This is an optimization exercise on Yosys and OpenROAD, whose aim is small area, not a production implementation.
The RTL was checked by simulation tests, not by an equivalence proof against the original design.
The clock port is modelled as an ideal driver; clocking choices that lean on that would not hold on a real chip.
Power and IR drop assume default switching activity.

**flow/design.v**
```verilog
module MainLogic(
    clk_50M,rst,clear,start,stop,CounterFlag,ErrorFlag,LED,LED_InRuning,ScanCnt
);
input clk_50M,rst,clear,start,stop;
output reg [1:0]CounterFlag;
output reg ErrorFlag;
output wire LED;
output reg LED_InRuning;
output wire [4:0]ScanCnt;
localparam [13:0] HP_FIRST = 14'd3125;    
reg [4:0]Lo;
reg [13:0]Hp;
reg [4:0]Q;
wire hp_last = Hp[13] & Hp[10] & Hp[7] & Hp[4] & Hp[3] & Hp[2] & Hp[1];
wire hp_wrap = Hp[13] & Hp[9] & Hp[8] & Hp[7] & Hp[6] & Hp[5] & Hp[3] & Hp[2]
             & ~Hp[4] & ~Hp[1] & ~Hp[0];
wire q_last = Q[4] & ~Q[3] & ~Q[1] & ~Q[0];
reg [18:0]RandomNum;
reg clear_temp,start_temp,stop_temp;
reg [21:0]counter;
assign LED = CounterFlag[1];
assign ScanCnt = Lo;
wire clear_e = clear & ~clear_temp;
wire start_e = start & ~start_temp;
wire stop_e  = stop & ~stop_temp;
wire drawn = |RandomNum[18:16];
wire idle  = ~CounterFlag[1] & ~CounterFlag[0];
wire stopped = CounterFlag[0];
wire hit   = (counter == {3'b000, RandomNum});
wire early = (counter < {3'b000, RandomNum});
always @(posedge clk_50M) begin
    if (rst) begin
        Lo <= 5'd0;
        Hp <= HP_FIRST;
        Q <= 5'd0;
    end else begin
        Lo <= Lo + 5'd1;
        if (&Lo) begin
            if (q_last && hp_wrap) begin
                Hp <= HP_FIRST;
                Q <= 5'd0;
            end else if (hp_last) begin
                Hp <= HP_FIRST;
                Q <= {Q[3:0], ~(Q[4] ^ Q[0])};
            end else begin
                Hp <= Hp + 14'd1;
            end
        end
    end
end
always @(posedge clk_50M) begin
    if (start_e)
        RandomNum[15:0] <= {Hp[10:0], Lo};
end
always @(posedge clk_50M) begin
    if (rst) begin
        clear_temp <= 1'b0;
        start_temp <= 1'b0;
        stop_temp <= 1'b0;
        CounterFlag <= 2'b00;
        ErrorFlag <= 1'b0;
        LED_InRuning <= 1'b0;
        counter <= 22'b0;
        RandomNum[18:16] <= 3'b0;
    end else begin
        if (clear_e) begin
            CounterFlag <= 2'b00;
            ErrorFlag <= 1'b0;
            LED_InRuning <= 1'b0;
            counter <= 22'b0;
            RandomNum[18:16] <= 3'b0;
        end
        if (start_e) begin
            LED_InRuning <= 1'b1;
            RandomNum[18:16] <= Hp[13:11];
        end
        if (stop_e) begin
            CounterFlag <= 2'b01;
            LED_InRuning <= 1'b0;
        end
        if (drawn && idle) begin
            if (hit)
                CounterFlag <= 2'b10;
            else
                counter <= counter + 22'd1;
        end else if (drawn && stopped) begin
            ErrorFlag <= early;
        end
        clear_temp <= clear;
        start_temp <= start;
        stop_temp <= stop;
    end
end
endmodule
module Counter(
    clk_50M,rst,CounterFlag,CounterOut
);
input clk_50M,rst;
input [1:0]CounterFlag;
output reg [11:0]CounterOut;
reg [5:0]counter;
wire run = CounterFlag[1];
wire idle = ~CounterFlag[1] & ~CounterFlag[0];
wire tick = counter[5] & counter[2] & counter[1] & counter[0];
wire nine0 = CounterOut[3] & CounterOut[0];
wire nine1 = CounterOut[7] & CounterOut[4];
wire nine2 = CounterOut[11] & CounterOut[8];
always @(posedge clk_50M) begin
    if (run)
        counter <= tick ? 6'd0 : {counter[4:0], ~(counter[5] ^ counter[0])};
    else
        counter <= 6'd0;
end
always @(posedge clk_50M) begin
    if (rst || idle) begin
        CounterOut <= 12'b0;
    end else if (run && tick && !(nine0 && nine1 && nine2)) begin
        if (!nine0) begin
            CounterOut[3:0] <= CounterOut[3:0] + 4'd1;
        end else begin
            CounterOut[3:0] <= 4'd0;
            if (!nine1) begin
                CounterOut[7:4] <= CounterOut[7:4] + 4'd1;
            end else begin
                CounterOut[7:4] <= 4'd0;
                CounterOut[11:8] <= CounterOut[11:8] + 4'd1;
            end
        end
    end
end
endmodule
module DynamicScanTubes(clk_50M, rst, DataIn, ErrorFlag, ScanCnt, DIG, codeout);
    input clk_50M;
    input rst;
    input ErrorFlag;      
    input [11:0] DataIn;  
    input [4:0] ScanCnt;  
    output wire [7:0] DIG;
    output wire [6:0] codeout;
    reg [1:0] SEL;
    always @(posedge clk_50M) begin
        if (rst)
            SEL <= 2'b00;
        else if (ScanCnt == 5'd15)
            SEL <= {SEL[0], ~SEL[1] & ~SEL[0]};
    end
    wire [3:0] Y = SEL[1] ? DataIn[11:8] : (SEL[0] ? DataIn[7:4] : DataIn[3:0]);
    wire A = Y[3], B = Y[2], C = Y[1], D = Y[0];
    wire sa = A | C | (B & D) | (~B & ~D);
    wire sb = ~B | (~C & ~D) | (C & D);
    wire sc = B | ~C | D;
    wire sd = A | (~B & ~D) | (C & ~D) | (B & ~C & D) | (~B & C);
    wire se = (~B & ~D) | (C & ~D);
    wire sf = A | (~C & ~D) | (B & ~C) | (B & ~D);
    wire sg = A | (B & ~C) | (~B & C) | (C & ~D);
    assign codeout = ErrorFlag ? 7'b1111001 : {sg, sf, se, sd, sc, sb, sa};
    assign DIG = {5'b00000, SEL[1], SEL[0], ~SEL[1] & ~SEL[0]};
endmodule
module FinalDesign (
    clk_50M,rst,clear,start,stop,DIG,codeout,LED,LED_InRuning
);
input clk_50M,rst,clear,start,stop;
output wire[7:0] DIG;
output wire[6:0] codeout;
output wire LED;
output wire LED_InRuning;
wire [11:0]CounterOut_wire;
wire [1:0]CounterFlag_wire;
wire ErrorFlag_wire;
wire [4:0]ScanCnt_wire;
MainLogic ML(
    .clk_50M(clk_50M),
    .rst(rst),
    .clear(clear),
    .start(start),
    .stop(stop),
    .CounterFlag(CounterFlag_wire),
    .ErrorFlag(ErrorFlag_wire),
    .LED(LED),
    .LED_InRuning(LED_InRuning),
    .ScanCnt(ScanCnt_wire)
);
Counter C(
    .clk_50M(clk_50M),
    .rst(rst),
    .CounterFlag(CounterFlag_wire),
    .CounterOut(CounterOut_wire)
);
DynamicScanTubes DST(
    .clk_50M(clk_50M),
    .rst(rst),
    .DataIn(CounterOut_wire),
    .ErrorFlag(ErrorFlag_wire),
    .ScanCnt(ScanCnt_wire),
    .DIG(DIG),
    .codeout(codeout)
);
endmodule
```
**flow/flow/run.sh**
```bash
#!/bin/bash
# The standard ORFS layout (standard.sh), with these changes:
# - synthesis maps logic with an area-oriented ABC script and without ORFS's
#   half/full-adder cells (registers are mapped as in the standard synthesis)
# - port buffers are buf_1
# - the clock tree uses clkbuf_8 and no dummy loads; after CTS its buffers are
#   downsized while the flip-flop clock-pin slew stays under 115 ps (estimate)
# - one tie cell drives all the constant outputs
# Each tool's output goes to the ORFS logs under orfs/logs; make's output to standard.log.
set -euo pipefail
here=$(pwd)
export MY_ABC_SCRIPT=$here/flow/area.abc
export CLK_SLEW_TARGET_PS=115
bash standard.sh \
  SYNTH_SCRIPT=$here/flow/synth.tcl \
  ADDER_MAP_FILE= \
  REMOVE_ABC_BUFFERS=1 \
  SKIP_REPAIR_TIE_FANOUT=1 \
  BUFFER_PORTS_ARGS="-buffer_cell sky130_fd_sc_hd__buf_1" \
  CTS_ARGS="-sink_clustering_enable -repair_clock_nets -dont_use_dummy_load -buf_list sky130_fd_sc_hd__clkbuf_8" \
  POST_CTS_TCL=$here/flow/post_cts.tcl \
  finish > standard.log 2>&1
```
**flow/flow/area.abc**
```
strash; dc2; dc2; strash; &get -n; &dch -f; &nf -R 1000; &put; strash; dc2; strash; &get -n; &dch -f; &nf -R 1000; &put; strash; dc2; strash; &get -n; &dch -f; &nf -R 1000; &put;
```
**flow/flow/post_cts.tcl**
```tcl
# Downsize clock-tree buffers while every flip-flop clock pin keeps a slew
# (placement estimate) below the target, leaves first, then the root.
proc clk_pin_slew_max {} {
  worst_slack -max
  set mx 0
  foreach pin [all_registers -clock_pins -edge_triggered] {
    foreach e {rise fall} {
      foreach an {min max} {
        set s [sta::time_ui_sta [get_property $pin slew_${an}_$e]]
        if {$s > $mx} { set mx $s }
      }
    }
  }
  return $mx
}
set clk_slew_target [expr {([info exists ::env(CLK_SLEW_TARGET_PS)] ? $::env(CLK_SLEW_TARGET_PS) : 100) * 1e-12}]
estimate_parasitics -placement
set before [clk_pin_slew_max]
puts "clock slew before downsizing: [expr {$before * 1e12}] ps"
if {$before > $clk_slew_target} { set clk_slew_target $before }
set bufs [get_cells -filter "ref_name=~sky130_fd_sc_hd__clkbuf_*"]
set leaves {}
set roots {}
foreach b $bufs {
  if {![string match "clkbuf_*" [get_name $b]]} { continue }
  if {[string match "clkbuf_0_*" [get_name $b]]} { lappend roots $b } else { lappend leaves $b }
}
foreach b [concat $leaves $roots] {
  set orig [get_property $b ref_name]
  foreach size {1 2 4 8 16} {
    set cell sky130_fd_sc_hd__clkbuf_$size
    if {$cell eq $orig} { break }
    replace_cell $b $cell
    estimate_parasitics -placement
    if {[clk_pin_slew_max] <= $clk_slew_target} { break }
    replace_cell $b $orig
  }
  puts "clock buffer [get_name $b]: $orig -> [get_property $b ref_name]"
}
puts "clock slew after downsizing: [expr {[clk_pin_slew_max] * 1e12}] ps"
```
**flow/flow/synth.tcl**
```tcl
# synth_recipe.tcl with an area-oriented ABC script in place of ORFS's speed script.
# Registers are mapped exactly as in the standard synthesis; only the
# combinational mapping differs.
proc synth {args} { yosys synth -nofsm -noshare {*}$args }
proc abc {args} {
  set i [lsearch -exact $args -script]
  if {$i >= 0} { set args [lreplace $args $i [expr {$i + 1}] -script $::env(MY_ABC_SCRIPT)] }
  yosys abc {*}$args
}
source $::env(SCRIPTS_DIR)/synth.tcl
# left out here: clear keep_hierarchy, flatten, clean up, hide names made inside functions, write 1_2_yosys.v
```
**flow/standard.sh**
```bash
#!/bin/bash
# synth_recipe.tcl (not shown) runs the flow's synth.tcl, then flattens the netlist and writes it again
# the make line also repeats each setting of config.mk as NAME=value (left out here)
make -C /OpenROAD-flow-scripts/flow DESIGN_CONFIG=/design/flow/config.mk WORK_HOME=/design/flow/orfs CLKGATE_MAP_FILE= SYNTH_SCRIPT=/design/flow/synth_recipe.tcl "${@:-finish}"
```
**flow/config.mk**
```make
export PLATFORM = sky130hd
export DESIGN_NAME = FinalDesign
export DESIGN_NICKNAME = FinalDesign
export VERILOG_FILES = /design/flow/design.v
export SDC_FILE = /design/flow/constraint.sdc
export NUM_CORES = 4
export LEC_CHECK = 0
export CAP_MARGIN = 0
export CORE_MARGIN = 2
export CORE_UTILIZATION = 60
export GPL_TIMING_DRIVEN = 0
export PLACE_DENSITY = 0.75
export SLEW_MARGIN = 0
```
**flow/constraint.sdc**
```tcl
create_clock -name core_clock -period 25.0 [get_ports {clk_50M}]
set_input_delay 5.0000 -clock core_clock [delete_from_list [all_inputs] [get_ports {clk_50M}]]
set_output_delay 5.0000 -clock core_clock [all_outputs]
set_load 0.01 [all_outputs]
```
==> results of run 1 <==
==> stage by stage <==
step	power [mW]	utilization	area [µm²]	worst slack [ps]	cells
2_1_floorplan	0.163	-	3720	18270	410
3_3_place_gp	0.165	0.646	3870	17600	501
3_5_place_dp	0.166	0.647	3870	18050	501
5_1_grt	0.238	0.662	3970	17420	510
6_report	0.228	0.662	3970	17640	510
==> flip-flops by register name, summed over array words and instances (netlist names) <==
signal,count
ML.Q,5
ML.start_temp,1
ML.counter,22
ML.clear_temp,1
ML.CounterFlag,2
ML.ErrorFlag,1
ML.stop_temp,1
ML.Hp,14
ML.LED_InRuning,1
C.CounterOut,12
DST.SEL,2
ML.Lo,5
ML.RandomNum,19
C.counter,6
==> critical path, cell delays in order, from the launching register on <==
cell and delay, ps:
dfxtp_1 540, mux2i_1 230, nor2_1 60, a21oi_1 460
nor2_1 140, nor2_1 160, nand2_1 90, a211o_1 220
buf_1 120
==> cell type report <==
| type | instances | share of cell area |
|---|---|---|
| clock buffer | 9 | 0.0233 |
| inverter | 25 | 0.0237 |
| multi-input combinational | 293 | 0.409 |
| sequential | 92 | 0.505 |
| tap | 75 | 0.0237 |
| timing repair buffer | 16 | 0.0155 |
==> report_power, final <==
| group | switching [mW] | total [mW] | internal [mW] |
|---|---|---|---|
| Sequential | 0.00128 | 0.154 | 0.153 |
| Clock | 0.0417 | 0.0656 | 0.0239 |
| Combinational | 0.00609 | 0.00850 | 0.00241 |
| Total | 0.0491 | 0.228 | 0.179 |
==> path summary, 6_finish.rpt <==
check	startpoint	end	slack, ps	depth (start not counted)
worst max-delay path	DST.SEL[0]$_SDFFE_PP0N_	codeout[3]	17640	8
worst min-delay path	ML.Q[2]$_SDFFE_PP0P_	ML.Q[3]$_SDFFE_PP0P_	450	2
worst max register to register	ML.RandomNum[18]$_SDFFE_PP0P_	ML.counter[20]$_SDFF_PP0_	19780	18
worst min register to register	ML.Q[2]$_SDFFE_PP0P_	ML.Q[3]$_SDFFE_PP0P_	450	2
==> cell usage in the layout (no fill, tap or decap), drive strengths merged, types with 3 or more instances in the layout <==
master / instances
xnor2: 5
nor2b: 11
and3: 25
nand2: 25
nand3: 8
clkinv: 25
clkbuf: 9
nor3: 25
buf: 16
and2: 10
a22o: 5
a22oi: 8
dfxtp: 76
nor2: 43
a21oi: 45
o21a: 3
o21ai: 28
nor4: 5
mux2i: 4
o22ai: 6
nand2b: 4
nand4: 7
edfxtp: 16
==> metal layers <==
| metal | part of all wire | vias up |
|---|---|---|
| met2 | 0.47 | 36 |
| met4 | 0.0047 | 0 |
| met5 | 0 | - |
| met1 | 0.49 | 1354 |
| met3 | 0.037 | 4 |
| li1 | - | 1533 |
==> cells by family (layout without fill, tap and decap cells) <==
family          after synthesis  count (layout)  share of synthesized area
simple gates                170             170                      0.228
compound gates              111             111                      0.175
flops                        92              92                      0.533
buf+inv                      30              50                     0.0350
xor+xnor                      6               6                     0.0140
mux                           4               4                     0.0107
fa+ha+maj                     1               1                    0.00267
other cells                   1               1                   0.000999
==> reports/qor.yml, run 1 <==
vias: 2927
path_clk_slew_ps: 120
synth.top_cells.by_count: "dfxtp_1 (76), a21oi_1 (45), nor2_1 (43)"
clk_latency_ps: 360
post-synth-top-area-fraction: 0.405
grt_pass1_wl_um: 12400
crit_arrival_ps: 2360
drive_gt1_frac: 0.0253
crit_path_start_kind: "flip-flop"
overflow: 0
initial_core_util: 0.627
grtUsageMet2: 0.346
vias_per_cell: 5.74
outcome: "no timing/DRC/antenna violations"
drc_errors: 0
track_usage: 0.220
synth_edf_count: 16
synth_top_cell_by_area: "dfxtp_1"
core-area_um2: 5990
firstDrtPassIters: 4
die-area_um2: 6910
drtIter0Drc: 180
grt_max_degree: 42
port_buffers: 16
criticalPathCategory: "reg2out"
die_x_um: 83.1
ys_top_cells_by_area: "dfxtp_1 (41%), edfxtp_1 (13%), a21oi_1 (6.0%)"
min_period_over_period: 0.294
syn_inst: 415
wl_per_cell_um: 13.8
grt_pass1_vias: 2728
finalSetupViolations: 0
io_pins: 22
slew_violations: 0
end_kind: "output pin"
min_path_type: "reg2reg"
multi_input_area_um2: 1620
syn2layout_area_growth_pct: 5.66
hpwl_um: 5020
yosysMostFrequentCell: "dfxtp_1"
cts.sinks: 92
fillers: 507
wl_um: 7020
min_period_ps: 7360
yosys_register_bits: 92
worstPathMaxFanout: 8
synth.distinct_cells: 43
top_usage_layer: "met2"
timing.final.hold_violations: 0
antenna_found_initial: 0
use_met1: 0.303
tns_ps: 0
syn_area_per_cell_um2: 9.05
met3_usage: 0.0626
grt_setup_unrepaired: "false"
peakVddDrop_v: 0.0000565
slew_headroom: 0.406
fin_nets: 442
clock_skew_ps: 37.0
required_ps: 20000
die_h_um: 83.1
final_antenna_net_count: 0
cts_tree: "built"
ff_latch_area_um2: 2000
diodes: 0
worstMarginPinSlew_ps: 887
ys_seq_area_frac: 0.533
fmaxAchievable_mhz: 136
finalWeightedCongestion: 0.821
powerDensity_nw_per_um2: 57.5
netlist_area_um2: 3750
leakage_nw: 1.43
max-cap-violations: 0
whs_ps: 452
ys_warn_count: 3
rows: 28
async_reset_ff_frac: 0
synthFlopType: "dfxtp_1"
==> inputs of run 2 (changes only) <==
--- a/flow/flow/run.sh
+++ b/flow/flow/run.sh
@@ -1,6 +1,7 @@
 #!/bin/bash
 # The standard ORFS layout (standard.sh), with these changes:
-# - synthesis maps logic with an area-oriented ABC script and without ORFS's
+# - synthesis maps logic with an area-oriented ABC script (deepsyn, 30 s, then
+#   rounds of dch + nf) and without ORFS's
 #   half/full-adder cells (registers are mapped as in the standard synthesis)
 # - port buffers are buf_1
 # - the clock tree uses clkbuf_8 and no dummy loads; after CTS its buffers are
==> flow/flow/area.abc (replaced) <==
strash; dc2; dc2; &get -n; &deepsyn -T 30 -S 1; &put; strash; &get -n; &dch -f; &nf -R 1000; &put; strash; dc2; strash; &get -n; &dch -f; &nf -R 1000; &put;
==> run 2 against run 1 <==
Sequential power about the same. Sequential share of layout area grew 1.4 points. Wire length shrank 6.2%. Hold slack about the same. Global-route usage decreased by 1.3 points. Cell count is 5.5% lower. Still clean on timing, DRC and antenna. Via count shrank 4.8%. Worst setup slack worse by 300 ps. Synthesized cell count down 6.7%. First-iteration DRC count fell by 21%. Combinational power increased by 21%.
==> reports/qor.yml, run 2 <==
dpl-instance-area_um2: 3750  # -3.2%
slew_violations: 0  # unchanged
yosysMostFrequentCell: "dfxtp_1"
netlist_area_um2: 3630  # -3.3%
synth.distinct_cells: 39  # -9.3%
slew_headroom: 0.334  # -0.0720
grt_pass1_wl_um: 10500  # -15%
synth_fa_ha_area_frac: 0  # -0.00267
io_pins: 22  # unchanged
final_cell_mix: "dfxtp_1 (76), nor2_1 (45), a21oi_1 (32), clkinv_1 (28), nor3_1 (22)"
vias: 2786  # -4.8%
finalWeightedCongestion: 0.871  # +6.2%
grt_pass1_vias: 2427  # -11%
final_antenna_net_count: 0  # unchanged
hpwl_um: 4680  # -6.7%
synth_top_family_by_area: "simple AND/OR/NAND/NOR gates"
power_mw: 0.237  # +3.9%
async_reset_ff_frac: 0  # unchanged
ys_seq_area_frac: 0.551  # +0.0182
synth_edf_count: 16  # unchanged
initial_core_util: 0.617  # -0.00985
final_common_cell: "dfxtp_1"
outcome: "no timing/DRC/antenna violations"
core-area_um2: 5890  # -1.8%
syn_inst: 387  # -6.7%
leakage_nw: 1.37  # -4.1%
drtIter0Drc: 143  # -21%
tns_ps: 0  # unchanged
wl_um: 6580  # -6.2%
rows: 28  # unchanged
path_clk_slew_ps: 80  # -40 ps
worstMarginPinSlew_ps: 999  # +112 ps
die-area_um2: 6690  # -3.2%
synth_simple_gate_area_share: 0.213  # -0.0150
largest_reg_flops: 22  # unchanged
track_usage: 0.207  # -0.0128
cts.sinks: 92  # unchanged
ys_top_cells_by_area: "dfxtp_1 (42%), edfxtp_1 (13%), nor2_1 (4.7%)"
synth_top_cell_by_area: "dfxtp_1"
post-synth-top-area-fraction: 0.419  # +0.0138
antenna_found_initial: 0  # unchanged
synth.top_cells.by_count: "dfxtp_1 (76), nor2_1 (45), a21oi_1 (33)"
min_period_over_period: 0.306  # +0.0118
min_path_type: "reg2reg"
cts_tree: "built"
required_ps: 20000  # about the same
synth_xor_area_frac: 0.0145  # +0.000477
syn2layout_area_growth_pct: 6.27
clk_latency_ps: 370  # about the same
fin_nets: 414  # -6.3%
grt_max_degree: 23  # -45%
finalSetupViolations: 0  # unchanged
synth-compound-area-share: 0.181  # +0.00529
crit_path_start_kind: "flip-flop"
wl_per_cell_um: 13.7  # -0.79%
worstPathMaxFanout: 8  # unchanged
drive_gt1_frac: 0.0270  # +0.00174
syn_area_per_cell_um2: 9.38  # +3.7%
yosys_register_bits: 92  # unchanged
diodes: 0  # unchanged
grt_setup_unrepaired: "false"
criticalPathCategory: "reg2out"
timing.final.hold_violations: 0  # unchanged
top_register: "ML.counter"
ys_warn_count: 3  # unchanged
overflow: 0  # unchanged
drc_errors: 0  # unchanged
die_x_um: 81.8  # -1.6%
synth.area.mux_share: 0  # -0.0107
vias_per_cell: 5.78  # +0.71%
crit_arrival_ps: 2660  # +300 ps
powerDensity_nw_per_um2: 61.4  # +6.8%
min_period_ps: 7660  # +296 ps
synthFlopType: "dfxtp_1"
end_kind: "output pin"
max-cap-violations: 0  # unchanged
peakVddDrop_v: 0.0000373  # -34%
firstDrtPassIters: 4  # unchanged
fmaxAchievable_mhz: 131  # -3.9%
clock_skew_ps: 37.1  # +0.0876 ps
design_area_um2: 3860  # -2.7%
port_buffers: 16  # unchanged
top_regs: "ML.counter x22, ML.RandomNum x19, ML.Hp x14"
die_h_um: 81.8  # -1.6%
[run 2: layout make-up]
type	instances	area [µm²]
Inverter	28	105
Sequential cell	92	2000
Clock buffer	9	105
Fill cell	491	2030
Timing Repair Buffer	16	60.1
Tap cell	75	93.8
Multi-Input combinational cell	262	1490
[run 2: cells by family (layout without fill, tap and decap cells)]
logic type	count (synthesis)	count (layout)
AOI/OAI and AO/OA	100	100
xor gates and xnor gates	6	6
buffers and inverters	33	53
DFF	92	92
other	1	1
and+or+nand+nor	155	155
[run 2: worst paths after layout]
path / slack, ps / cells after the start / start / endpoint
hold / removal: 450 / 2 / ML.stop_temp$_SDFF_PP0_ / ML.LED_InRuning$_SDFFE_PP0P_
setup reg to reg: 19560 / 26 / ML.RandomNum[1]$_DFFE_PP_ / ML.counter[21]$_SDFF_PP0_
setup / recovery: 17340 / 10 / DST.SEL[1]$_SDFFE_PP0N_ / codeout[0]
hold reg to reg: 450 / 2 / ML.stop_temp$_SDFF_PP0_ / ML.LED_InRuning$_SDFFE_PP0P_
[run 2: where the power goes]
| part | leakage (nW) | internal [mW] | switching (mW) |
|---|---|---|---|
| combinational | 0.552 | 0.00349 | 0.00678 |
| sequential | 0.764 | 0.154 | 0.00259 |
| clock | 0.0569 | 0.0273 | 0.0430 |
| total | 1.37 | 0.184 | 0.0524 |
[run 2: metrics by stage]
step	setup WS, ps	cells	utilization	hold slack, ps
final	17340	482	0.656	453
after global routing	17090	482	0.656	476
after detailed placement	17750	473	0.637	446
after global placement	17500	473	0.637	437
after floorplan	17830	382	-	423
[run 2: per-layer routing]
layer	vias to the layer above	part of all wire	GRT usage
li1	1431	-	-
met1	1284	0.49	0.285
met2	59	0.45	0.311
met3	12	0.043	0.0385
met4	0	0.020	0.110
met5	-	0	0
[run 2: worst max-delay path: stages, from the launching register on]
cell	delay, ps
dfxtp_1	470
or2_0	280
o22ai_1	120
a21oi_1	320
nand2_1	130
a21o_1	210
o22ai_1	160
o211a_1	230
o21ai_0	110
nand2b_1	160
buf_1	140
==> inputs of run 3 (changes only) <==
--- a/flow/design.v
+++ b/flow/design.v
@@ -1,5 +1,5 @@
 module MainLogic(
-    clk_50M,rst,clear,start,stop,CounterFlag,ErrorFlag,LED,LED_InRuning,ScanCnt
+    clk_50M,rst,clear,start,stop,CounterFlag,ErrorFlag,LED,LED_InRuning,ScanCnt,MsTick
 );
 input clk_50M,rst,clear,start,stop;
 output reg [1:0]CounterFlag;
@@ -7,6 +7,7 @@
 output wire LED;
 output reg LED_InRuning;
 output wire [4:0]ScanCnt;
+output wire MsTick;
 localparam [13:0] HP_FIRST = 14'd3125;    
 reg [4:0]Lo;
 reg [13:0]Hp;
@@ -18,6 +19,10 @@
 reg [18:0]RandomNum;
 reg clear_temp,start_temp,stop_temp;
 reg [21:0]counter;
+reg [2:0]MsLo;
+wire [5:0]ms = {counter[21:19], MsLo};
+assign MsTick = ms[5] & ms[2] & ms[1] & ms[0];
+wire [5:0]ms_next = MsTick ? 6'd0 : {ms[4:0], ~(ms[5] ^ ms[0])};
 assign LED = CounterFlag[1];
 assign ScanCnt = Lo;
 wire clear_e = clear & ~clear_temp;
@@ -25,6 +30,7 @@
 wire stop_e  = stop & ~stop_temp;
 wire drawn = |RandomNum[18:16];
 wire idle  = ~CounterFlag[1] & ~CounterFlag[0];
+wire run   = CounterFlag[1];
 wire stopped = CounterFlag[0];
 wire hit   = (counter == {3'b000, RandomNum});
 wire early = (counter < {3'b000, RandomNum});
@@ -49,6 +55,9 @@
     end
 end
 always @(posedge clk_50M) begin
+    MsLo <= run ? ms_next[2:0] : 3'd0;
+end
+always @(posedge clk_50M) begin
     if (start_e)
         RandomNum[15:0] <= {Hp[10:0], Lo};
 end
@@ -86,6 +95,8 @@
         end else if (drawn && stopped) begin
             ErrorFlag <= early;
         end
+        if (run)
+            counter[21:19] <= (stop_e | clear_e) ? 3'b000 : ms_next[5:3];
         clear_temp <= clear;
         start_temp <= start;
         stop_temp <= stop;
@@ -93,24 +104,18 @@
 end
 endmodule
 module Counter(
-    clk_50M,rst,CounterFlag,CounterOut
+    clk_50M,rst,CounterFlag,MsTick,CounterOut
 );
 input clk_50M,rst;
 input [1:0]CounterFlag;
+input MsTick;
 output reg [11:0]CounterOut;
-reg [5:0]counter;
 wire run = CounterFlag[1];
 wire idle = ~CounterFlag[1] & ~CounterFlag[0];
-wire tick = counter[5] & counter[2] & counter[1] & counter[0];
+wire tick = MsTick;
 wire nine0 = CounterOut[3] & CounterOut[0];
 wire nine1 = CounterOut[7] & CounterOut[4];
 wire nine2 = CounterOut[11] & CounterOut[8];
-always @(posedge clk_50M) begin
-    if (run)
-        counter <= tick ? 6'd0 : {counter[4:0], ~(counter[5] ^ counter[0])};
-    else
-        counter <= 6'd0;
-end
 always @(posedge clk_50M) begin
     if (rst || idle) begin
         CounterOut <= 12'b0;
@@ -168,6 +173,7 @@
 wire [1:0]CounterFlag_wire;
 wire ErrorFlag_wire;
 wire [4:0]ScanCnt_wire;
+wire MsTick_wire;
 MainLogic ML(
     .clk_50M(clk_50M),
     .rst(rst),
@@ -178,12 +184,14 @@
     .ErrorFlag(ErrorFlag_wire),
     .LED(LED),
     .LED_InRuning(LED_InRuning),
-    .ScanCnt(ScanCnt_wire)
+    .ScanCnt(ScanCnt_wire),
+    .MsTick(MsTick_wire)
 );
 Counter C(
     .clk_50M(clk_50M),
     .rst(rst),
     .CounterFlag(CounterFlag_wire),
+    .MsTick(MsTick_wire),
     .CounterOut(CounterOut_wire)
 );
 DynamicScanTubes DST(
==> run 3 against run 2 <==
Non-clock buffer count did not move. Wire length rose by 2.9%. Cell count fell by 1.9%. Sequential share of layout area fell by 0.59 points. Flip-flop and latch count fell by 3. Sequential power fell by 4%. Worst setup slack improved by 66 ps. Critical endpoint unchanged. Still clean on timing, DRC and antenna. First-iteration DRC count fell by 12%. Combinational power fell by about 20%.
==> reports/qor.yml, run 3 <==
switchingPower_mw: 0.0492  # -6.1%
synthFlopType: "dfxtp_1"
drc_errors: 0  # unchanged
final_common_cell: "dfxtp_1"
clk_latency_ps: 510  # +140 ps
dpl-instance-area_um2: 3700  # -1.4%
top_register: "ML.counter"
slew_headroom: 0.398  # +0.0638
worstMarginPinSlew_ps: 903  # -95.7 ps
yosysMostFrequentCell: "dfxtp_1"
final_cell_mix: "dfxtp_1 (73), nor2_1 (43), a21oi_1 (35), nor3_1 (25), clkinv_1 (23)"
drive_gt1_frac: 0.0276  # +0.000611
synth.top_cells.by_count: "dfxtp_1 (73), nor2_1 (43), a21oi_1 (36)"
crit_path_start_kind: "flip-flop"
post-synth-top-area-fraction: 0.408  # -0.0108
syn2layout_area_growth_pct: 5.77
synth_top_family_by_area: "simple AND/OR/NAND/NOR gates"
swShare: 0.224  # +0.00217
overflow: 0  # unchanged
synth_simple_gate_area_share: 0.215  # +0.00166
vias_per_cell: 5.96  # +3.1%
grt_pass1_vias: 2494  # +2.8%
syn_inst: 378  # -2.3%
final_antenna_net_count: 0  # unchanged
rows: 28  # unchanged
worst_hold_path.num_cells: 2  # unchanged
track_usage: 0.222  # +0.0148
netlist_area_um2: 3580  # -1.4%
synth_top_cell_by_area: "dfxtp_1"
drtIter0Drc: 126  # -12%
rr_endpoint: "ML.counter[21]$_SDFF_PP0_"
ys_seq_area_frac: 0.542  # -0.00888
ys_warn_count: 3  # unchanged
min_period_over_period: 0.304  # -0.00262
top_regs: "ML.counter x22, ML.RandomNum x19, ML.Hp x14"
rr_worst_depth: 26  # unchanged
synth_edf_count: 16  # unchanged
synth.area.mux_share: 0  # unchanged
vias: 2819  # +1.2%
wl_um: 6780  # +2.9%
min_period_ps: 7590  # -65.6 ps
end_kind: "output pin"
synth.distinct_cells: 46  # +18%
grt_pass1_wl_um: 11200  # +6.6%
antenna_found_initial: 0  # unchanged
seqPwrFrac: 0.678  # +0.018
power_mw: 0.220  # -7.0%
synth-compound-area-share: 0.190  # +0.00923
min_to: "ML.LED_InRuning$_SDFFE_PP0P_"
grt_setup_unrepaired: "false"
die_h_um: 81.2  # -0.67%
hpwl_um: 4850  # +3.7%
clock_skew_ps: 38.5  # +1.45 ps
crit_arrival_ps: 2590  # -70 ps
initial_core_util: 0.612  # -0.00507
wl_per_cell_um: 14.3  # +4.9%
fin_nets: 405  # -2.2%
io_pins: 22  # unchanged
slew_violations: 0  # unchanged
tns_ps: 0  # unchanged
diodes: 0  # unchanged
max-cap-violations: 0  # unchanged
outcome: "no timing/DRC/antenna violations"
path_clk_slew_ps: 110  # +30 ps
worstPathMaxFanout: 9  # +1
finalWeightedCongestion: 0.793  # -9.0%
min_path_type: "reg2reg"
fmaxAchievable_mhz: 132  # +0.86%
timing.final.hold_violations: 0  # unchanged
p_comb_frac: 0.038  # -0.005
core-area_um2: 5850  # -0.60%
port_buffers: 16  # unchanged
reg2reg_slack_ps: 19490  # -70 ps
clock_power_share: 0.285  # -0.012
peakVddDrop_v: 0.0000455  # +22%
grt_max_degree: 21  # -8.7%
cts_tree: "built"
die-area_um2: 6600  # -1.3%
synth_xor_area_frac: 0.0171  # +0.00265
min_from: "ML.stop_temp$_SDFF_PP0_"
firstDrtPassIters: 5  # +1
async_reset_ff_frac: 0  # unchanged
largest_reg_flops: 22  # unchanged
power.internal_mw: 0.171  # -7.2%
die_x_um: 81.2  # -0.67%
cts.sinks: 89  # -3.3%
powerDensity_nw_per_um2: 58.2  # -5.2%
reg2reg_from: "ML.RandomNum[1]$_DFFE_PP_"
ys_top_cells_by_area: "dfxtp_1 (41%), edfxtp_1 (13%), a21oi_1 (5.0%)"
design_area_um2: 3790  # -1.9%
leakage_nw: 1.32  # -3.7%
finalSetupViolations: 0  # unchanged
synth_fa_ha_area_frac: 0  # unchanged
startpoint: "DST.SEL[1]$_SDFFE_PP0N_"
syn_area_per_cell_um2: 9.47  # +0.93%
yosys_register_bits: 89  # -3.3%
criticalPathCategory: "reg2out"
required_ps: 20000  # about the same
==> run 3: worst max-delay path by stage <==
stage                                end  slack [ps]  depth (start not counted)
2_1_floorplan                 codeout[0]       18160                          5
3_3_place_gp   ML.counter[21]$_SDFF_PP0_       17280                          5
3_5_place_dp   ML.counter[19]$_SDFF_PP0_       17680                          5
5_1_grt                       codeout[0]       17160                          6
6_report                      codeout[0]       17410                          5
==> run 3: routing by layer <==
layer,track usage,wire (µm),vias up
met5,0,0,-
li1,-,-,1433
met2,0.341,3070,37
met4,0.100,140,0
met1,0.304,3420,1335
met3,0.0433,145,14
==> run 3: cell families (layout without fill, tap and decap cells) <==
group / Yosys count / after routing
DFF: 89 / 89
xor gates and xnor gates: 7 / 7
AOI/OAI and AO/OA: 103 / 103
buffers and inverters: 28 / 48
other: 1 / 1
and+or+nand+nor: 150 / 150
==> run 3: area by class of cell <==
| class | count | area (µm²) |
|---|---|---|
| tap | 75 | 93.8 |
| timing repair buffer | 16 | 60.1 |
| inverter | 23 | 86.3 |
| sequential | 89 | 1940 |
| fill | 489 | 2060 |
| multi-input combinational | 261 | 1520 |
| clock buffer | 9 | 83.8 |
==> run 3: metrics by stage <==
step           setup slack [ps]  utilization  instances  hold slack [ps]
5_1_grt                   17160        0.647        473              488
3_3_place_gp              17280        0.632        464              433
2_1_floorplan             18160            -        373              423
3_5_place_dp              17680        0.632        464              439
6_report                  17410        0.647        473              452
==> run 3: worst max-delay path: stages (launching register included) <==
cell and delay (ps):
dfxtp_1 510, nor2_1 170, a222oi_1 710, a21boi_0 280, nand4b_1 240, buf_1 170
==> run 3: power by group through the flow <==
stage	Clock, mW	Sequential [mW]	Combinational, mW
2_1_floorplan	0	0.152	0.00578
5_1_grt	0.0677	0.150	0.00946
6_report	0.0627	0.149	0.00828
3_5_place_dp	0	0.153	0.00827
3_3_place_gp	0	0.153	0.00797
==> inputs of run 4 (changes only) <==
--- a/flow/flow/run.sh
+++ b/flow/flow/run.sh
@@ -5,13 +5,13 @@
 #   half/full-adder cells (registers are mapped as in the standard synthesis)
 # - port buffers are buf_1
 # - the clock tree uses clkbuf_8 and no dummy loads; after CTS its buffers are
-#   downsized while the flip-flop clock-pin slew stays under 115 ps (estimate)
+#   downsized while the flip-flop clock-pin slew stays under 108 ps (estimate)
 # - one tie cell drives all the constant outputs
 # Each tool's output goes to the ORFS logs under orfs/logs; make's output to standard.log.
 set -euo pipefail
 here=$(pwd)
 export MY_ABC_SCRIPT=$here/flow/area.abc
-export CLK_SLEW_TARGET_PS=115
+export CLK_SLEW_TARGET_PS=108
 bash standard.sh \
   SYNTH_SCRIPT=$here/flow/synth.tcl \
   ADDER_MAP_FILE= \
==> run 4 against run 3 <==
Still clean. Largest power group unchanged. Combinational power about the same. Clock-buffer cell count is the same. Clock power is 7.7% higher.
==> reports/qor.yml, run 4 <==
grt_pass1_wl_um: 11200  # -0.12%
synthFlopType: "dfxtp_1"
setup_ws_ps: 17530  # +120 ps
dp_slack_ps: 17680  # unchanged
grt_pass1_vias: 2492  # -0.080%
synth-compound-area-share: 0.190  # unchanged
netlist_area_um2: 3580  # unchanged
syn_area_per_cell_um2: 9.47  # unchanged
slowest_stage: "a222oi_1"
final_common_cell: "dfxtp_1"
min_period_over_period: 0.299  # -0.00480
grt_max_degree: 21  # unchanged
synth.area.mux_share: 0  # unchanged
vias: 2803  # -0.57%
vias_per_cell: 5.93  # -0.57%
synth_top_cell_by_area: "dfxtp_1"
cts.sinks: 89  # unchanged
drtIter0Drc: 131  # +4.0%
synth.distinct_cells: 46  # unchanged
ys_seq_area_frac: 0.542  # unchanged
final_cell_mix: "dfxtp_1 (73), nor2_1 (43), a21oi_1 (35), nor3_1 (25), clkinv_1 (23)"
async_reset_ff_frac: 0  # unchanged
peakVddDrop_v: 0.0000456  # +0.23%
powerDensity_nw_per_um2: 59.2  # +1.8%
tns_ps: 0  # unchanged
io_pins: 22  # unchanged
path_clk_slew_ps: 90  # -20 ps
reg2reg_slack_ps: 19480  # about the same
die_h_um: 81.2  # unchanged
critical_path.cell_chain: "nor2_1, a222oi_1, a21boi_0, nand4b_1, buf_1"
finalSetupViolations: 0  # unchanged
top_regs: "ML.counter x22, ML.RandomNum x19, ML.Hp x14"
crit_arrival_ps: 2470  # -120 ps
die-area_um2: 6600  # unchanged
syn2layout_area_growth_pct: 6.19
power_mw: 0.225  # +2.2%
overflow: 0  # unchanged
required_ps: 20000  # about the same
wl_per_cell_um: 14.3  # -0.12%
diodes: 0  # unchanged
antenna_found_initial: 0  # unchanged
end_kind: "output pin"
synth_xor_area_frac: 0.0171  # unchanged
worstPathMaxFanout: 9  # unchanged
synth_fa_ha_area_frac: 0  # unchanged
min_period_ps: 7470  # -120 ps
drive_gt1_frac: 0.0276  # unchanged
core-area_um2: 5850  # unchanged
port_buffers: 16  # unchanged
worstMarginPinSlew_ps: 910  # +7.10 ps
clock_skew_ps: 31.7  # -6.82 ps
design_area_um2: 3800  # +0.40%
max-cap-violations: 0  # unchanged
min_path_type: "reg2reg"
max_stage_delay_ps: 710  # about the same
synth_top_family_by_area: "simple AND/OR/NAND/NOR gates"
largest_reg_flops: 22  # unchanged
initial_core_util: 0.612  # unchanged
dpl-instance-area_um2: 3700  # unchanged
final_antenna_net_count: 0  # unchanged
finalWeightedCongestion: 0.793  # unchanged
outcome: "no timing/DRC/antenna violations"
ys_top_cells_by_area: "dfxtp_1 (41%), edfxtp_1 (13%), a21oi_1 (5.0%)"
drc_errors: 0  # unchanged
fin_nets: 405  # unchanged
fmaxAchievable_mhz: 134  # +1.6%
synth_simple_gate_area_share: 0.215  # unchanged
slew_headroom: 0.393  # -0.00474
wl_um: 6770  # -0.12%
hpwl_um: 4850  # unchanged
rows: 28  # unchanged
firstDrtPassIters: 7  # +2
yosys_register_bits: 89  # unchanged
die_x_um: 81.2  # unchanged
post-synth-top-area-fraction: 0.408  # unchanged
top_register: "ML.counter"
leakage_nw: 1.33  # +0.43%
clk_latency_ps: 430  # -80 ps
syn_inst: 378  # unchanged
cts_tree: "built"
crit_path_start_kind: "flip-flop"
whs_ps: 452  # -0.602 ps
path_buf_inv: 1  # unchanged
ys_warn_count: 3  # unchanged
track_usage: 0.222  # -0.000237
synth_edf_count: 16  # unchanged
timing.final.hold_violations: 0  # unchanged
synth.top_cells.by_count: "dfxtp_1 (73), nor2_1 (43), a21oi_1 (36)"
yosysMostFrequentCell: "dfxtp_1"
grt_setup_unrepaired: "false"
slew_violations: 0  # unchanged
criticalPathCategory: "reg2out"
crit_family: "compound AO/OA/AOI/OAI gates"
-- run 4: area by class of cell --
| class | count | area [µm²] |
|---|---|---|
| fill | 486 | 2050 |
| timing repair buffer | 16 | 60.1 |
| clock buffer | 9 | 98.8 |
| sequential | 89 | 1940 |
| multi-input combinational | 261 | 1520 |
| tap | 75 | 93.8 |
| inverter | 23 | 86.3 |
-- run 4: final timing paths --
path / depth (start not counted) / start / to
worst max-delay path: 5 / DST.SEL[1]$_SDFFE_PP0N_ / codeout[0]
worst min-delay path: 2 / ML.stop_temp$_SDFF_PP0_ / ML.LED_InRuning$_SDFFE_PP0P_
worst min register to register: 2 / ML.stop_temp$_SDFF_PP0_ / ML.LED_InRuning$_SDFFE_PP0P_
worst max register to register: 26 / ML.RandomNum[1]$_DFFE_PP_ / ML.counter[21]$_SDFF_PP0_
-- run 4: kinds of logic after synthesis --
kind of cell / after synthesis
buf+inv: 28
other cells: 1
xor+xnor: 7
compound gates: 103
flops: 89
simple gates: 150
-- run 4: worst reg2reg max path: stages (launching register included) --
cell      delay, ps
edfxtp_1        370
clkinv_1         80
nand2_1          70
nand3b_1         90
o221ai_1        100
a21oi_1         200
nand2b_1        130
o211ai_1         90
a222oi_1        350
o21ai_0         180
nor3_1          380
nor2_1          160
and3_1          260
and3_1          250
and3_1          230
and2_0          220
and3_1          230
and2_0          220
and3_1          230
and2_0          220
and3_1          230
and2_0          230
and3_1          230
and2_0          240
nand3_1         160
xnor2_1          80
a22o_1          190
-- run 4: stage by stage --
stage               utilization  cells
global placement          0.632    464
global route              0.650    473
finish                    0.650    473
floorplan                     -    373
detailed placement        0.632    464
-- run 4: report_power, final --
| group | total (mW) | switching, mW | internal [mW] |
|---|---|---|---|
| logic | 0.00827 | 0.00590 | 0.00237 |
| clock network | 0.0675 | 0.0423 | 0.0252 |
| registers | 0.149 | 0.00142 | 0.148 |
| total | 0.225 | 0.0496 | 0.175 |
-- run 4: metal layers --
| metal | vias to the layer above | wire length, µm | track usage | part of all wire |
|---|---|---|---|---|
| met3 | 12 | 146 | 0.0433 | 0.022 |
| met4 | 0 | 120 | 0.100 | 0.018 |
| met2 | 35 | 3050 | 0.340 | 0.45 |
| li1 | 1432 | - | - | - |
| met1 | 1324 | 3450 | 0.304 | 0.51 |
| met5 | - | 0 | 0 | 0 |
==> inputs of run 5 (changes only) <==
--- a/flow/flow/run.sh
+++ b/flow/flow/run.sh
@@ -1,7 +1,7 @@
 #!/bin/bash
 # The standard ORFS layout (standard.sh), with these changes:
-# - synthesis maps logic with an area-oriented ABC script (deepsyn, 30 s, then
-#   rounds of dch + nf) and without ORFS's
+# - synthesis maps logic with an area-oriented ABC script (deepsyn, 25 s, then
+#   rounds of dch + nf; run with seeds 1-4, keeping the smallest) and without ORFS's
 #   half/full-adder cells (registers are mapped as in the standard synthesis)
 # - port buffers are buf_1
 # - the clock tree uses clkbuf_8 and no dummy loads; after CTS its buffers are
@@ -11,6 +11,7 @@
 set -euo pipefail
 here=$(pwd)
 export MY_ABC_SCRIPT=$here/flow/area.abc
+export MY_ABC_SEEDS="1 2 3 4"
 export CLK_SLEW_TARGET_PS=108
 bash standard.sh \
   SYNTH_SCRIPT=$here/flow/synth.tcl \
==> flow/flow/area.abc (replaced) <==
strash; dc2; dc2; &get -n; &deepsyn -T 25 -S SEED; &put; strash; &get -n; &dch -f; &nf -R 1000; &put; strash; dc2; strash; &get -n; &dch -f; &nf -R 1000; &put;
==> flow/flow/synth.tcl (replaced) <==
# synth_recipe.tcl with an area-oriented ABC script in place of ORFS's speed script.
# Registers are mapped exactly as in the standard synthesis; only the
# combinational mapping differs. The ABC script (MY_ABC_SCRIPT) is run once per
# seed in MY_ABC_SEEDS, with SEED in it replaced by the seed, and the mapping
# with the smallest cell area is kept.
proc synth {args} { yosys synth -nofsm -noshare {*}$args }
proc abc {args} {
  set i [lsearch -exact $args -script]
  if {$i < 0} { yosys abc {*}$args; return }
  set libs {}
  for {set j 0} {$j < [llength $args]} {incr j} {
    if {[lindex $args $j] eq "-liberty"} { lappend libs -liberty [lindex $args [expr {$j + 1}]] }
  }
  set template [read [open $::env(MY_ABC_SCRIPT)]]
  set best_area -1
  yosys design -save abc_pre
  foreach seed $::env(MY_ABC_SEEDS) {
    yosys design -load abc_pre
    set script $::env(RESULTS_DIR)/abc_seed_$seed.script
    set f [open $script w]
    puts $f [string map [list SEED $seed] $template]
    close $f
    yosys abc {*}[lreplace $args $i [expr {$i + 1}] -script $script]
    set statfile $::env(RESULTS_DIR)/abc_seed_$seed.stat
    yosys tee -q -o $statfile stat {*}$libs
    set area -1
    regexp {Chip area for module[^:]*:\s*([0-9.]+)} [read [open $statfile]] -> area
    puts "ABC seed $seed: area $area"
    if {$area >= 0 && ($best_area < 0 || $area < $best_area)} {
      set best_area $area
      yosys design -save abc_best
    }
  }
  yosys design -load abc_best
  puts "ABC kept area $best_area"
}
source $::env(SCRIPTS_DIR)/synth.tcl
# left out here: clear keep_hierarchy, flatten, clean up, hide names made inside functions, write 1_2_yosys.v
==> run 5 against run 4 <==
Sequential power hardly changed. Non-clock buffer count unchanged. Clock skew unchanged. Cell count unchanged. Power is the same. Flip-flop and latch count is the same. Largest cell class unchanged. Synthesized cell count is the same. Still clean on timing, DRC and antenna. Sequential share of layout area is the same. Utilization unchanged. Hold slack stayed put.
==> reports/qor.yml, run 5 <==
outcome: "no timing/DRC/antenna violations"
die_x_um: 81.2  # unchanged
clk_latency_ps: 430  # about the same
top_regs: "ML.counter x22, ML.RandomNum x19, ML.Hp x14"
grt_pass1_vias: 2492  # unchanged
netlist_area_um2: 3580  # unchanged
die-area_um2: 6600  # unchanged
post-synth-top-area-fraction: 0.408  # unchanged
criticalPathCategory: "reg2out"
largest_reg_flops: 22  # unchanged
synth_xor_area_frac: 0.0171  # unchanged
grt_pass1_wl_um: 11200  # unchanged
crit_arrival_ps: 2470  # about the same
leakage_nw: 1.33  # unchanged
syn_inst: 378  # unchanged
core-area_um2: 5850  # unchanged
die_h_um: 81.2  # unchanged
syn2layout_area_growth_pct: 6.19  # unchanged
max-cap-violations: 0  # unchanged
wl_per_cell_um: 14.3  # unchanged
drc_errors: 0  # unchanged
worstMarginPinSlew_ps: 910  # unchanged
cts_tree: "built"
synth-compound-area-share: 0.190  # unchanged
ys_seq_area_frac: 0.542  # unchanged
synth_top_cell_by_area: "dfxtp_1"
synth.top_cells.by_count: "dfxtp_1 (73), nor2_1 (43), a21oi_1 (36)"
drive_gt1_frac: 0.0276  # unchanged
top_register: "ML.counter"
switchingPower_mw: 0.0496  # unchanged
slew_headroom: 0.393  # unchanged
synth_fa_ha_area_frac: 0  # unchanged
ys_top_cells_by_area: "dfxtp_1 (41%), edfxtp_1 (13%), a21oi_1 (5.0%)"
synth_top_family_by_area: "simple AND/OR/NAND/NOR gates"
synth_edf_count: 16  # unchanged
path_clk_slew_ps: 90  # about the same
dp_cells: 464  # unchanged
synth.area.mux_share: 0  # unchanged
port_buffers: 16  # unchanged
syn_area_per_cell_um2: 9.47  # unchanged
synth.distinct_cells: 46  # unchanged
synth_simple_gate_area_share: 0.215  # unchanged
ys_warn_count: 3  # unchanged
track_usage: 0.222  # unchanged
power_mw: 0.225  # unchanged
async_reset_ff_frac: 0  # unchanged
fmaxAchievable_mhz: 134  # unchanged
timing.final.hold_violations: 0  # unchanged
clock_skew_ps: 31.7  # unchanged
tns_ps: 0  # unchanged
yosys_register_bits: 89  # unchanged
setup_ws_ps: 17530  # unchanged
clock_power_share: 0.300  # about the same
diodes: 0  # unchanged
swShare: 0.220  # unchanged
finalSetupViolations: 0  # unchanged
wl_um: 6770  # unchanged
power.internal_mw: 0.175  # unchanged
seqPwrFrac: 0.663  # about the same
min_period_over_period: 0.299  # unchanged
worstPathMaxFanout: 9  # unchanged
slew_violations: 0  # unchanged
antenna_found_initial: 0  # unchanged
dp_slack_ps: 17680  # unchanged
fin_nets: 405  # unchanged
fin_cells: 473  # unchanged
final_antenna_net_count: 0  # unchanged
grt_max_degree: 21  # unchanged
hpwl_um: 4850  # unchanged
io_pins: 22  # unchanged
crit_path_start_kind: "flip-flop"
p_comb_frac: 0.037  # about the same
finalWeightedCongestion: 0.793  # unchanged
firstDrtPassIters: 7  # unchanged
initial_core_util: 0.612  # unchanged
drtIter0Drc: 131  # unchanged
peakVddDrop_v: 0.0000456  # unchanged
synthFlopType: "dfxtp_1"
final_cell_mix: "dfxtp_1 (73), nor2_1 (43), a21oi_1 (35), nor3_1 (25), clkinv_1 (23)"
overflow: 0  # unchanged
required_ps: 20000  # about the same
yosysMostFrequentCell: "dfxtp_1"
rows: 28  # unchanged
end_kind: "output pin"
vias: 2803  # unchanged
grt_setup_unrepaired: "false"
final_common_cell: "dfxtp_1"
min_period_ps: 7470  # unchanged
vias_per_cell: 5.93  # unchanged
powerDensity_nw_per_um2: 59.2  # unchanged
min_path_type: "reg2reg"
cts.sinks: 89  # unchanged
==> run 5: stage by stage <==
step	instance area, µm²	utilization	hold WS, ps
2_1_floorplan	3540	-	423
3_3_place_gp	3700	0.632	433
5_1_grt	3800	0.650	488
3_5_place_dp	3700	0.632	439
6_report	3800	0.650	452
==> run 5: metal layers <==
layer,global-route usage,part of all wire
met4,0.100,0.018
met5,0,0
met3,0.0433,0.022
met1,0.304,0.51
met2,0.340,0.45
==> run 5: cell families after synthesis <==
group,count (synthesis)
and+or+nand+nor,150
buffers and inverters,28
other,1
AOI/OAI and AO/OA,103
DFF,89
xor gates and xnor gates,7
==> run 5: final timing paths <==
kind / startpoint / endpoint / slack, ps / cells after the start
max reg2reg: ML.RandomNum[1]$_DFFE_PP_ / ML.counter[21]$_SDFF_PP0_ / 19480 / 26
max: DST.SEL[1]$_SDFFE_PP0N_ / codeout[0] / 17530 / 5
min reg2reg: ML.stop_temp$_SDFF_PP0_ / ML.LED_InRuning$_SDFFE_PP0P_ / 450 / 2
min: ML.stop_temp$_SDFF_PP0_ / ML.LED_InRuning$_SDFFE_PP0P_ / 450 / 2
==> run 5: critical path: stages, from the launching register on <==
cell	delay [ps]
dfxtp_1	500
nor2_1	170
a222oi_1	710
a21boi_0	280
nand4b_1	240
buf_1	170
==> run 5: cell type report <==
cell class	count	area (µm²)
multi-input cells	261	1520
fillers	486	2050
well taps	75	93.8
flip-flops and latches	89	1940
repair buffers	16	60.1
clock buffers	9	98.8
inverters	23	86.3
==> run 5: power groups by stage <==
stage	clock network, mW	registers (mW)	logic (mW)
after detailed placement	0	0.153	0.00827
after global routing	0.0726	0.150	0.00946
final	0.0675	0.149	0.00827
after global placement	0	0.153	0.00797
after floorplan	0	0.152	0.00578
==> inputs of run 6 (changes only) <==
--- a/flow/config.mk
+++ b/flow/config.mk
@@ -7,7 +7,7 @@
 export LEC_CHECK = 0
 export CAP_MARGIN = 0
 export CORE_MARGIN = 2
-export CORE_UTILIZATION = 60
+export CORE_UTILIZATION = 75
 export GPL_TIMING_DRIVEN = 0
-export PLACE_DENSITY = 0.75
+export PLACE_DENSITY = 0.9
 export SLEW_MARGIN = 0
==> run 6 against run 5 <==
Utilization up 16 points. Register-to-register slack better by 100 ps. Clock skew grew 0.96 ps. Still clean on timing, DRC and antenna. Sequential share of layout area grew 0.39 points. Wire length up 3.9%.
==> reports/qor.yml, run 6 <==
fmaxAchievable_mhz: 129  # -3.5%
dpl-instance-area_um2: 3670  # -0.71%
powerDensity_nw_per_um2: 59.4  # +0.28%
port_buffers: 16  # unchanged
hpwl_um: 4960  # +2.1%
clock_power_share: 0.296  # -0.004
min_period_over_period: 0.310  # +0.0110
wl_um: 7030  # +3.9%
io_pins: 22  # unchanged
p_comb_frac: 0.037  # about the same
max-cap-violations: 0  # unchanged
timing.final.hold_violations: 0  # unchanged
tns_ps: 0  # unchanged
fillers: 313  # -36%
whs_ps: 457  # +5.12 ps
grt_pass1_wl_um: 11300  # +0.37%
cts_tree: "built"
power.internal_mw: 0.174  # -0.67%
swShare: 0.222  # +0.00152
worstMarginPinSlew_ps: 929  # +18.4 ps
vias_per_cell: 6.40  # +8.0%
utilization: 0.809  # +0.160
antenna_found_initial: 0  # unchanged
design_area_um2: 3770  # -0.76%
path_clk_slew_ps: 90  # about the same
final_common_cell: "dfxtp_1"
dp_cells: 443  # -4.5%
async_reset_ff_frac: 0  # unchanged
track_usage: 0.275  # +0.0527
firstDrtPassIters: 5  # -2
drc_errors: 0  # unchanged
rows: 25  # -11%
fin_cells: 452  # -4.4%
top_register: "ML.counter"
netlist_area_um2: 3580  # unchanged
leakage_nw: 1.33  # about the same
finalSetupViolations: 0  # unchanged
required_ps: 20000  # about the same
peakVddDrop_v: 0.0000421  # -7.7%
final_cell_mix: "dfxtp_1 (73), nor2_1 (43), a21oi_1 (35), nor3_1 (25), clkinv_1 (23)"
seqPwrFrac: 0.667  # +0.004
drtIter0Drc: 277  # +110%
grt_pass1_vias: 2558  # +2.6%
synth.distinct_cells: 46  # unchanged
die_x_um: 73.1  # -10%
vias: 2894  # +3.2%
criticalPathCategory: "reg2out"
synth.top_cells.by_count: "dfxtp_1 (73), nor2_1 (43), a21oi_1 (36)"
min_period_ps: 7750  # +274 ps
syn_inst: 378  # unchanged
outcome: "no timing/DRC/antenna violations"
clock_skew_ps: 32.6  # +0.961 ps
wl_per_cell_um: 15.6  # +8.7%
finalWeightedCongestion: 0.855  # +7.9%
power_mw: 0.224  # -0.48%
dp_slack_ps: 17720  # +34.8 ps
diodes: 0  # unchanged
final_antenna_net_count: 0  # unchanged
clk_latency_ps: 540  # +110 ps
yosysMostFrequentCell: "dfxtp_1"
core-area_um2: 4660  # -20%
overflow: 0  # unchanged
syn_area_per_cell_um2: 9.47  # unchanged
worstPathMaxFanout: 9  # unchanged
top_regs: "ML.counter x22, ML.RandomNum x19, ML.Hp x14"
slew_violations: 0  # unchanged
end_kind: "output pin"
ys_top_cells_by_area: "dfxtp_1 (41%), edfxtp_1 (13%), a21oi_1 (5.0%)"
die-area_um2: 5340  # -19%
post-synth-top-area-fraction: 0.408  # unchanged
ys_warn_count: 3  # unchanged
initial_core_util: 0.768  # +0.156
cts.sinks: 89  # unchanged
syn2layout_area_growth_pct: 5.38
min_path_type: "reg2reg"
switchingPower_mw: 0.0497  # +0.21%
crit_arrival_ps: 2750  # +280 ps
drive_gt1_frac: 0.0276  # unchanged
ys_seq_area_frac: 0.542  # unchanged
fin_nets: 405  # unchanged
slew_headroom: 0.381  # -0.0123
yosys_register_bits: 89  # unchanged
crit_path_start_kind: "flip-flop"
synth_top_cell_by_area: "dfxtp_1"
die_h_um: 73.1  # -10%
synthFlopType: "dfxtp_1"
synth_edf_count: 16  # unchanged
grt_setup_unrepaired: "false"
grt_max_degree: 21  # unchanged
setup_ws_ps: 17250  # -274 ps
largest_reg_flops: 22  # unchanged
==> run 6: cell counts after synthesis <==
No cell type changed its count.
==> run 6: path summary, 6_finish.rpt <==
path	from	to	slack, ps	depth (start not counted)
setup reg to reg	ML.RandomNum[1]$_DFFE_PP_	ML.counter[21]$_SDFF_PP0_	19580	26
setup / recovery	DST.SEL[1]$_SDFFE_PP0N_	codeout[0]	17250	6
hold / removal	ML.stop_temp$_SDFF_PP0_	ML.LED_InRuning$_SDFFE_PP0P_	460	2
hold reg to reg	ML.stop_temp$_SDFF_PP0_	ML.LED_InRuning$_SDFFE_PP0P_	460	2
==> run 6: kinds of logic after synthesis <==
group,count (synthesis),share of synthesized area
other,1,0.00105
buffers and inverters,28,0.0346
xor gates and xnor gates,7,0.0171
DFF,89,0.542
AOI/OAI and AO/OA,103,0.190
and+or+nand+nor,150,0.215
==> run 6: power groups by stage <==
stage	Clock [mW]	Combinational [mW]	Sequential, mW
6_report	0.0663	0.00835	0.149
5_1_grt	0.0706	0.00941	0.150
3_5_place_dp	0	0.00819	0.153
3_3_place_gp	0	0.00787	0.152
2_1_floorplan	0	0.00578	0.152
==> run 6: critical path, stage by stage (launching register included) <==
cell and delay (ps):
dfxtp_1 480, nor2_1 170, a222oi_1 800, nand2_1 170
a21oi_1 310, nand4b_1 130, buf_1 170
==> run 6: layout make-up <==
class,instances,area [µm²],area share
clock buffer,9,96.3,0.0255
inverter,23,86.3,0.0229
multi-input combinational,261,1520,0.403
sequential,89,1940,0.515
tap,54,67.6,0.0179
timing repair buffer,16,60.1,0.0159
==> run 6: per-layer routing <==
layer  up-vias  track usage  part of all wire
li1       1426            -                 -
met1      1358        0.366              0.47
met2        93        0.443              0.47
met3        17       0.0483             0.042
met4         0        0.111             0.019
met5         -            0                 0
==> inputs of run 7 (changes only) <==
--- a/flow/flow/run.sh
+++ b/flow/flow/run.sh
@@ -5,14 +5,14 @@
 #   half/full-adder cells (registers are mapped as in the standard synthesis)
 # - port buffers are buf_1
 # - the clock tree uses clkbuf_8 and no dummy loads; after CTS its buffers are
-#   downsized while the flip-flop clock-pin slew stays under 108 ps (estimate)
+#   downsized while the flip-flop clock-pin slew stays under 112 ps (estimate)
 # - one tie cell drives all the constant outputs
 # Each tool's output goes to the ORFS logs under orfs/logs; make's output to standard.log.
 set -euo pipefail
 here=$(pwd)
 export MY_ABC_SCRIPT=$here/flow/area.abc
 export MY_ABC_SEEDS="1 2 3 4"
-export CLK_SLEW_TARGET_PS=108
+export CLK_SLEW_TARGET_PS=112
 bash standard.sh \
   SYNTH_SCRIPT=$here/flow/synth.tcl \
   ADDER_MAP_FILE= \
==> run 7 against run 6 <==
Clock skew rose by 2.3 ps. Largest power group unchanged. Design area fell by 0.27%. Still clean. Highest routed layer unchanged. Die area unchanged. Critical endpoint unchanged.
==> reports/qor.yml, run 7 <==
slew_headroom: 0.380  # about the same
yosys_register_bits: 89  # unchanged
grt_pass1_vias: 2558  # unchanged
synth_simple_gate_area_share: 0.215  # unchanged
drc_errors: 0  # unchanged
overflow: 0  # unchanged
criticalPathCategory: "reg2out"
worst_hold_path.num_cells: 2  # unchanged
io_pins: 22  # unchanged
clk_latency_ps: 440  # -100 ps
powerDensity_nw_per_um2: 58.8  # -1.0%
synth-compound-area-share: 0.190  # unchanged
yosysMostFrequentCell: "dfxtp_1"
vias_per_cell: 6.39  # -0.21%
grt_max_degree: 21  # unchanged
synth_xor_area_frac: 0.0171  # unchanged
wl_um: 7000  # -0.47%
top_regs: "ML.counter x22, ML.RandomNum x19, ML.Hp x14"
die_h_um: 73.1  # unchanged
synth.area.mux_share: 0  # unchanged
crit_arrival_ps: 2640  # -110 ps
diodes: 0  # unchanged
ys_top_cells_by_area: "dfxtp_1 (41%), edfxtp_1 (13%), a21oi_1 (5.0%)"
die-area_um2: 5340  # unchanged
utilization: 0.807  # -0.00215
power_mw: 0.221  # -1.3%
syn_inst: 378  # unchanged
track_usage: 0.275  # unchanged
finalWeightedCongestion: 0.855  # unchanged
port_buffers: 16  # unchanged
initial_core_util: 0.768  # unchanged
syn2layout_area_growth_pct: 5.10
hpwl_um: 4960  # unchanged
grt_setup_unrepaired: "false"
min_from: "ML.stop_temp$_SDFF_PP0_"
rr_endpoint: "ML.counter[21]$_SDFF_PP0_"
finalSetupViolations: 0  # unchanged
wl_per_cell_um: 15.5  # -0.47%
final_common_cell: "dfxtp_1"
clock_skew_ps: 34.9  # +2.29 ps
min_path_type: "reg2reg"
tns_ps: 0  # unchanged
cts_tree: "built"
synth_fa_ha_area_frac: 0  # unchanged
ys_seq_area_frac: 0.542  # unchanged
synthFlopType: "dfxtp_1"
worstPathMaxFanout: 9  # unchanged
drive_gt1_frac: 0.0276  # unchanged
syn_area_per_cell_um2: 9.47  # unchanged
post-synth-top-area-fraction: 0.408  # unchanged
rows: 25  # unchanged
largest_reg_flops: 22  # unchanged
synth_top_cell_by_area: "dfxtp_1"
min_period_over_period: 0.306  # -0.00429
netlist_area_um2: 3580  # unchanged
max-cap-violations: 0  # unchanged
die_x_um: 73.1  # unchanged
final_antenna_net_count: 0  # unchanged
drtIter0Drc: 280  # +1.1%
synth_top_family_by_area: "simple AND/OR/NAND/NOR gates"
antenna_found_initial: 0  # unchanged
path_clk_slew_ps: 110  # +20 ps
max_stage_delay_ps: 770  # -30 ps
crit_path_start_kind: "flip-flop"
core-area_um2: 4660  # unchanged
reg2reg_slack_ps: 19520  # -60 ps
timing.final.hold_violations: 0  # unchanged
synth.top_cells.by_count: "dfxtp_1 (73), nor2_1 (43), a21oi_1 (36)"
min_period_ps: 7640  # -107 ps
slowest_stage: "a222oi_1"
async_reset_ff_frac: 0  # unchanged
vias: 2888  # -0.21%
grt_pass1_wl_um: 11300  # unchanged
required_ps: 20000  # about the same
critical_path.cell_chain: "nor2_1, a222oi_1, a21boi_0, nand4b_1, buf_1"
final_cell_mix: "dfxtp_1 (73), nor2_1 (43), a21oi_1 (35), nor3_1 (25), clkinv_1 (23)"
leakage_nw: 1.32  # -0.36%
worstMarginPinSlew_ps: 929  # +0.509 ps
peakVddDrop_v: 0.0000422  # +0.14%
synth.distinct_cells: 46  # unchanged
cts.sinks: 89  # unchanged
rr_worst_depth: 26  # unchanged
outcome: "no timing/DRC/antenna violations"
end_kind: "output pin"
fin_nets: 405  # unchanged
slew_violations: 0  # unchanged
synth_edf_count: 16  # unchanged
fmaxAchievable_mhz: 131  # +1.4%
top_register: "ML.counter"
firstDrtPassIters: 7  # +2
reg2reg_from: "ML.RandomNum[1]$_DFFE_PP_"
ys_warn_count: 3  # unchanged
min_to: "ML.LED_InRuning$_SDFFE_PP0P_"
run 7: cell counts after synthesis:
Identical to the previous run, type by type.
run 7: cell families (layout without fill, tap and decap cells):
kind of cell    after synthesis  after routing
compound gates              103            103
xor+xnor                      7              7
flops                        89             89
buf+inv                      28             48
simple gates                150            150
other cells                   1              1
run 7: final cells by class:
cell class / count / area, µm²
sequential: 89 / 1940
tap: 54 / 67.6
timing repair buffer: 16 / 60.1
inverter: 23 / 86.3
fill: 316 / 898
clock buffer: 9 / 86.3
multi-input combinational: 261 / 1520
run 7: per-layer routing:
metal | global-route usage | vias up | wire length, µm
li1 | - | 1423 | -
met1 | 0.366 | 1360 | 3260
met2 | 0.443 | 91 | 3320
met3 | 0.0483 | 14 | 305
met4 | 0.111 | 0 | 111
met5 | 0 | - | 0
run 7: power breakdown:
| part | leakage, nW | total [mW] | internal [mW] | switching [mW] |
|---|---|---|---|---|
| logic | 0.534 | 0.00834 | 0.00237 | 0.00597 |
| registers | 0.740 | 0.149 | 0.148 | 0.00148 |
| clock network | 0.0492 | 0.0634 | 0.0219 | 0.0415 |
run 7: worst max-delay path: cells and delay by family (launching register included):
kind            cells  cell delay, ps
simple gates        2             420
buf+inv             1             170
flops               1             500
compound gates      2            1100
run 7: metrics by stage:
step	instances	hold slack [ps]	setup WS (ps)	cell area, µm²
2_1_floorplan	373	423	18160	3540
5_1_grt	452	474	17170	3760
3_5_place_dp	443	447	17720	3670
3_3_place_gp	443	436	17290	3670
6_report	452	456	17360	3760
run 7: worst max-delay path by stage:
stage | start | to | slack [ps] | depth (start not counted)
floorplan | DST.SEL[1]$_SDFFE_PP0N_ | codeout[0] | 18160 | 5
global placement | rst | ML.counter[21]$_SDFF_PP0_ | 17290 | 5
detailed placement | rst | ML.counter[19]$_SDFF_PP0_ | 17720 | 5
global route | DST.SEL[1]$_SDFFE_PP0N_ | codeout[3] | 17170 | 6
finish | DST.SEL[1]$_SDFFE_PP0N_ | codeout[0] | 17360 | 5

-- afterwards: timing with drivers on the ports --
How much do the figures lean on ideal ports? The routed layouts below were timed once more, with nothing changed but the port constraints.
Step 1 (the two cells are an assumption about what drives the block):
set clk [get_ports {clk_50M}]
set_driving_cell -lib_cell sky130_fd_sc_hd__clkbuf_16 $clk
set_driving_cell -lib_cell sky130_fd_sc_hd__buf_2 [delete_from_list [all_inputs] $clk]
Step 2, shift: input delay + t, output delay - t, t = (earliest + latest rising clock arrival at the registers) / 2. This alone moves slack from input paths to output paths.
Slacks: ideal ports / drivers / drivers and shift; pairs: ideal ports / drivers.
run	t (ns)	setup WS [ns]	worst setup path after step 2	clock arrival spread, ns	worst data-port slew with drivers (ns)
run 1	0.371	17.639 / 17.606 / 17.977	register to output	0.037 / 0.037	0.03
run 2	0.380	17.343 / 17.313 / 17.692	register to output	0.037 / 0.037	0.03
run 3	0.516	17.409 / 17.383 / 17.682	input to register	0.039 / 0.038	0.03
run 4	0.441	17.529 / 17.503 / 17.681	input to register	0.034 / 0.033	0.03
run 5	0.441	17.529 / 17.503 / 17.681	input to register	0.034 / 0.033	0.03
run 6	0.543	17.255 / 17.230 / 17.692	input to register	0.033 / 0.032	0.03
run 7	0.442	17.362 / 17.339 / 17.682	input to register	0.036 / 0.035	0.03
After both steps every run listed still meets setup and hold.
